Context: an optimization exercise on an open-source flow, tuned for small area and a short achievable clock period. The choices shown serve that exercise and are no tape-out recipe. The RTL was checked by simulation tests, not by an equivalence proof against the original design. No activity file was given, so power comes from the tool's default toggle rates.

Design Nto1_sync_fifo, start of the top module:
module Nto1_sync_fifo #(N = 4, DATA_WIDTH = 32, DEPTH = 16)
         (input logic clk_i,
          input logic rst_n_i,
          input logic [N*DATA_WIDTH-1:0] data_i,  
          input logic [N-1:0] wr_en_i,            
          input logic rd_en_i,
          output logic                   fifo_full_o,
          output logic                   fifo_empty_o,
          output logic [DATA_WIDTH-1:0]  data_o
         );
Size: about 4900 cells after synthesis, about 2400 flip-flops, roughly 170 I/O pins, ~89000 sq um of cells after synthesis.
==> module Nto1_sync_fifo, before the edit <==
module Nto1_sync_fifo #(N = 4, DATA_WIDTH = 32, DEPTH = 16)
         (input logic clk_i,
          input logic rst_n_i,
          input logic [N*DATA_WIDTH-1:0] data_i,  
          input logic [N-1:0] wr_en_i,            
          input logic rd_en_i,
          output logic                   fifo_full_o,
          output logic                   fifo_empty_o,
          output logic [DATA_WIDTH-1:0]  data_o
         );
localparam RD  = DEPTH-1;         
localparam OD  = DEPTH/2;         
localparam BD  = OD-1;            
logic [DATA_WIDTH-1:0] r_data [0:RD-1][0:N-1];
logic [N-1:0]          r_mask [0:RD-1];
logic [RD-1:0]         r_wp, r_rp;      
logic [DATA_WIDTH-1:0] h_data [0:N-1];
logic [N-1:0]          h_rem;
logic [N-1:0]          h_lane;          
logic                  h_last;          
logic [DEPTH-1:0] e_lvl;                
logic             e_full;               
logic [OD-1:0]    o_lvl;                
logic             o_empty;              
wire e_nempty = e_lvl[0];
wire e_one    = e_lvl[0] & ~e_lvl[1];
wire e_nfull  = ~e_lvl[DEPTH-1];
wire o_nempty = o_lvl[0];
wire o_one    = o_lvl[0] & ~o_lvl[1];
wire o_nfull  = ~o_lvl[OD-1];
wire any_wr = |wr_en_i;
wire e_wr   = any_wr & e_nfull;
wire xfer   = e_nempty & o_nfull;
function automatic [N-1:0] lowest(input [N-1:0] m);
  lowest = m & ~(m - 1'b1);
endfunction
function automatic single(input [N-1:0] m);
  single = ((m & (m - 1'b1)) == '0);
endfunction
wire [N-1:0] lane = h_lane;
wire         last = h_last;
wire         pop  = xfer & last;
wire h_from_in   = ~e_nempty | (pop & e_one);
wire h_from_ring = pop & ~e_one;
wire r_take      = e_nfull & ~h_from_in;
wire h_take      = e_nfull & h_from_in;
wire r_push      = any_wr & r_take;
logic [DATA_WIDTH-1:0] r_word [0:N-1];
logic [N-1:0]          r_hmask;
always_comb begin
  for (int j = 0; j < N; j++) begin
    r_word[j] = '0;
    for (int k = 0; k < RD; k++)
      if (r_rp[k]) r_word[j] = r_word[j] | r_data[k][j];
  end
  r_hmask = '0;
  for (int k = 0; k < RD; k++)
    if (r_rp[k]) r_hmask = r_hmask | r_mask[k];
end
wire [N-1:0] h_next = h_rem & ~lane;    
always_ff @(posedge clk_i) begin
  for (int k = 0; k < RD; k++) begin
    for (int j = 0; j < N; j++)
      if (wr_en_i[j] && (r_take && r_wp[k]))
        r_data[k][j] <= data_i[j*DATA_WIDTH +: DATA_WIDTH];
    if (any_wr && (r_take && r_wp[k]))
      r_mask[k] <= wr_en_i;
  end
  for (int j = 0; j < N; j++)
    if (h_from_ring)             h_data[j] <= r_word[j];
    else if (wr_en_i[j] && h_take) h_data[j] <= data_i[j*DATA_WIDTH +: DATA_WIDTH];
  if (h_from_ring) begin
    h_rem  <= r_hmask;
    h_lane <= lowest(r_hmask);
    h_last <= single(r_hmask);
  end else if (h_from_in) begin
    h_rem  <= wr_en_i;
    h_lane <= lowest(wr_en_i);
    h_last <= single(wr_en_i);
  end else if (xfer) begin
    h_rem  <= h_next;
    h_lane <= lowest(h_next);
    h_last <= single(h_next);
  end
end
always_ff @(posedge clk_i, negedge rst_n_i) begin
  if (!rst_n_i) begin
    r_wp   <= RD'(1);
    r_rp   <= RD'(1);
    e_lvl  <= '0;
  end else begin
    if (r_push)      r_wp <= {r_wp[RD-2:0], r_wp[RD-1]};
    if (h_from_ring) r_rp <= {r_rp[RD-2:0], r_rp[RD-1]};
    if (e_wr && !pop)      e_lvl <= {e_lvl[DEPTH-2:0], 1'b1};
    else if (!e_wr && pop) e_lvl <= {1'b0, e_lvl[DEPTH-1:1]};
  end
end
always_ff @(posedge clk_i)
  e_full <= (e_lvl[DEPTH-1] & ~pop) | (e_lvl[DEPTH-2] & e_wr & ~pop);
logic [DATA_WIDTH-1:0] xword;
always_comb begin
  xword = '0;
  for (int j = 0; j < N; j++)
    if (lane[j]) xword = xword | h_data[j];
end
logic [DATA_WIDTH-1:0] o_head;
logic [DATA_WIDTH-1:0] o_buf [0:BD-1];
logic [BD-1:0]         b_wp, b_rp;      
wire o_rd     = rd_en_i & o_nempty;
wire h_from_x = xfer & (~o_nempty | (o_rd & o_one));
wire h_from_b = o_rd & ~o_one;
wire b_push   = xfer & o_nempty & ~(o_rd & o_one);
logic [DATA_WIDTH-1:0] b_word;
always_comb begin
  b_word = '0;
  for (int k = 0; k < BD; k++)
    if (b_rp[k]) b_word = b_word | o_buf[k];
end
always_ff @(posedge clk_i, negedge rst_n_i) begin
  if (!rst_n_i)      o_head <= '0;
  else if (h_from_x) o_head <= xword;
  else if (h_from_b) o_head <= b_word;
end
always_ff @(posedge clk_i) begin
  for (int k = 0; k < BD; k++)
    if (b_push && b_wp[k]) o_buf[k] <= xword;
end
always_ff @(posedge clk_i, negedge rst_n_i) begin
  if (!rst_n_i) begin
    b_wp    <= BD'(1);
    b_rp    <= BD'(1);
    o_lvl   <= '0;
  end else begin
    if (b_push)   b_wp <= {b_wp[BD-2:0], b_wp[BD-1]};
    if (h_from_b) b_rp <= {b_rp[BD-2:0], b_rp[BD-1]};
    if (xfer && !o_rd)      o_lvl <= {o_lvl[OD-2:0], 1'b1};
    else if (!xfer && o_rd) o_lvl <= {1'b0, o_lvl[OD-1:1]};
  end
end
always_ff @(posedge clk_i)
  o_empty <= ~xfer & (~o_lvl[0] | (o_rd & ~o_lvl[1]));
assign fifo_full_o  = e_full;
assign fifo_empty_o = o_empty;
assign data_o       = o_head;
endmodule
clock: 6.0 ns
lec_check: 0
cap_margin: 35
core_margin: 2
core_utilization: 60
cts_cluster_diameter: 80
cts_cluster_size: 24
place_density: 0.68
setup_slack_margin: 3.5
slew_margin: 30
run.sh (not shown) runs the stock make flow with config.mk's settings and CLKGATE_MAP_FILE= SYNTH_SCRIPT=/design/flow/synth_recipe.tcl, a recipe that flattens the netlist after the stock synthesis.
Edit:
--- a/flow/design.v
+++ b/flow/design.v
@@ -17,6 +17,4 @@
 logic [DATA_WIDTH-1:0] h_data [0:N-1];
 logic [N-1:0]          h_rem;
-logic [N-1:0]          h_lane;          
-logic                  h_last;          
 logic [DEPTH-1:0] e_lvl;                
 logic             e_full;               
@@ -32,12 +30,6 @@
 wire e_wr   = any_wr & e_nfull;
 wire xfer   = e_nempty & o_nfull;
-function automatic [N-1:0] lowest(input [N-1:0] m);
-  lowest = m & ~(m - 1'b1);
-endfunction
-function automatic single(input [N-1:0] m);
-  single = ((m & (m - 1'b1)) == '0);
-endfunction
-wire [N-1:0] lane = h_lane;
-wire         last = h_last;
+wire [N-1:0] lane = h_rem & ~(h_rem - 1'b1);    
+wire         last = ((h_rem & ~lane) == '0);
 wire         pop  = xfer & last;
 wire h_from_in   = ~e_nempty | (pop & e_one);
@@ -58,5 +50,4 @@
     if (r_rp[k]) r_hmask = r_hmask | r_mask[k];
 end
-wire [N-1:0] h_next = h_rem & ~lane;    
 always_ff @(posedge clk_i) begin
   for (int k = 0; k < RD; k++) begin
@@ -70,17 +61,7 @@
     if (h_from_ring)             h_data[j] <= r_word[j];
     else if (wr_en_i[j] && h_take) h_data[j] <= data_i[j*DATA_WIDTH +: DATA_WIDTH];
-  if (h_from_ring) begin
-    h_rem  <= r_hmask;
-    h_lane <= lowest(r_hmask);
-    h_last <= single(r_hmask);
-  end else if (h_from_in) begin
-    h_rem  <= wr_en_i;
-    h_lane <= lowest(wr_en_i);
-    h_last <= single(wr_en_i);
-  end else if (xfer) begin
-    h_rem  <= h_next;
-    h_lane <= lowest(h_next);
-    h_last <= single(h_next);
-  end
+  if (h_from_ring)    h_rem <= r_hmask;
+  else if (h_from_in) h_rem <= wr_en_i;
+  else if (xfer)      h_rem <= h_rem & ~lane;
 end
 always_ff @(posedge clk_i, negedge rst_n_i) begin
@@ -89,13 +70,17 @@
     r_rp   <= RD'(1);
     e_lvl  <= '0;
+    e_full <= 1'b0;
   end else begin
     if (r_push)      r_wp <= {r_wp[RD-2:0], r_wp[RD-1]};
     if (h_from_ring) r_rp <= {r_rp[RD-2:0], r_rp[RD-1]};
-    if (e_wr && !pop)      e_lvl <= {e_lvl[DEPTH-2:0], 1'b1};
-    else if (!e_wr && pop) e_lvl <= {1'b0, e_lvl[DEPTH-1:1]};
+    if (e_wr && !pop) begin
+      e_lvl  <= {e_lvl[DEPTH-2:0], 1'b1};
+      e_full <= e_lvl[DEPTH-2];
+    end else if (!e_wr && pop) begin
+      e_lvl  <= {1'b0, e_lvl[DEPTH-1:1]};
+      e_full <= 1'b0;
+    end
   end
 end
-always_ff @(posedge clk_i)
-  e_full <= (e_lvl[DEPTH-1] & ~pop) | (e_lvl[DEPTH-2] & e_wr & ~pop);
 logic [DATA_WIDTH-1:0] xword;
 always_comb begin
@@ -131,13 +116,17 @@
     b_rp    <= BD'(1);
     o_lvl   <= '0;
+    o_empty <= 1'b1;
   end else begin
     if (b_push)   b_wp <= {b_wp[BD-2:0], b_wp[BD-1]};
     if (h_from_b) b_rp <= {b_rp[BD-2:0], b_rp[BD-1]};
-    if (xfer && !o_rd)      o_lvl <= {o_lvl[OD-2:0], 1'b1};
-    else if (!xfer && o_rd) o_lvl <= {1'b0, o_lvl[OD-1:1]};
+    if (xfer && !o_rd) begin
+      o_lvl   <= {o_lvl[OD-2:0], 1'b1};
+      o_empty <= 1'b0;
+    end else if (!xfer && o_rd) begin
+      o_lvl   <= {1'b0, o_lvl[OD-1:1]};
+      o_empty <= ~o_lvl[1];
+    end
   end
 end
-always_ff @(posedge clk_i)
-  o_empty <= ~xfer & (~o_lvl[0] | (o_rd & ~o_lvl[1]));
 assign fifo_full_o  = e_full;
 assign fifo_empty_o = o_empty;
- register-to-register slack gets worse by 110 ps
- combinational power came out higher by 19%
- final area is about the same
- worst setup slack gets worse by 61 ps
- total power came out higher by 3.3%
- die area came out lower by 0.89%
- first-iteration DRC count came out lower by 13%
- global-route usage stays flat
- critical path depth stays the same
- synthesized area came out lower by 0.90%
- maximum frequency came out lower by 2.3%
- count of clock-buffer cells in the layout came out lower by 5
- sequential share of layout area came out lower by 0.12 points
- wire length came out lower by 1.5%

## afterwards: timing with drivers on the ports
The flow's constraints put no driver on any port. The routed layouts listed below were extracted and timed again, unchanged, in two steps.
Step 1, drivers: a clkbuf_16 drives clk_i and a buf_2 each remaining input, both assumed.
Step 2 also shifts input and output timing later by t, the mid clock arrival at the registers, as if the neighbouring blocks saw the same clock.
Slacks: no drivers / after step 1 / after step 2; pairs: no drivers / after step 1.
run	shift t [ns]	setup WS [ns]	worst setup path at the end	worst register clock-pin slew, ns
the first run	0.860	3.440 / 3.345 / 2.672	input to register	0.10 / 0.10
the second run	0.855	3.380 / 3.297 / 2.626	input to register	0.10 / 0.10
After both steps every run listed still meets setup and hold. For the first run, which loses most, drivers alone change the setup slack by -0.095 ns; drivers and shift together by -0.768 ns.
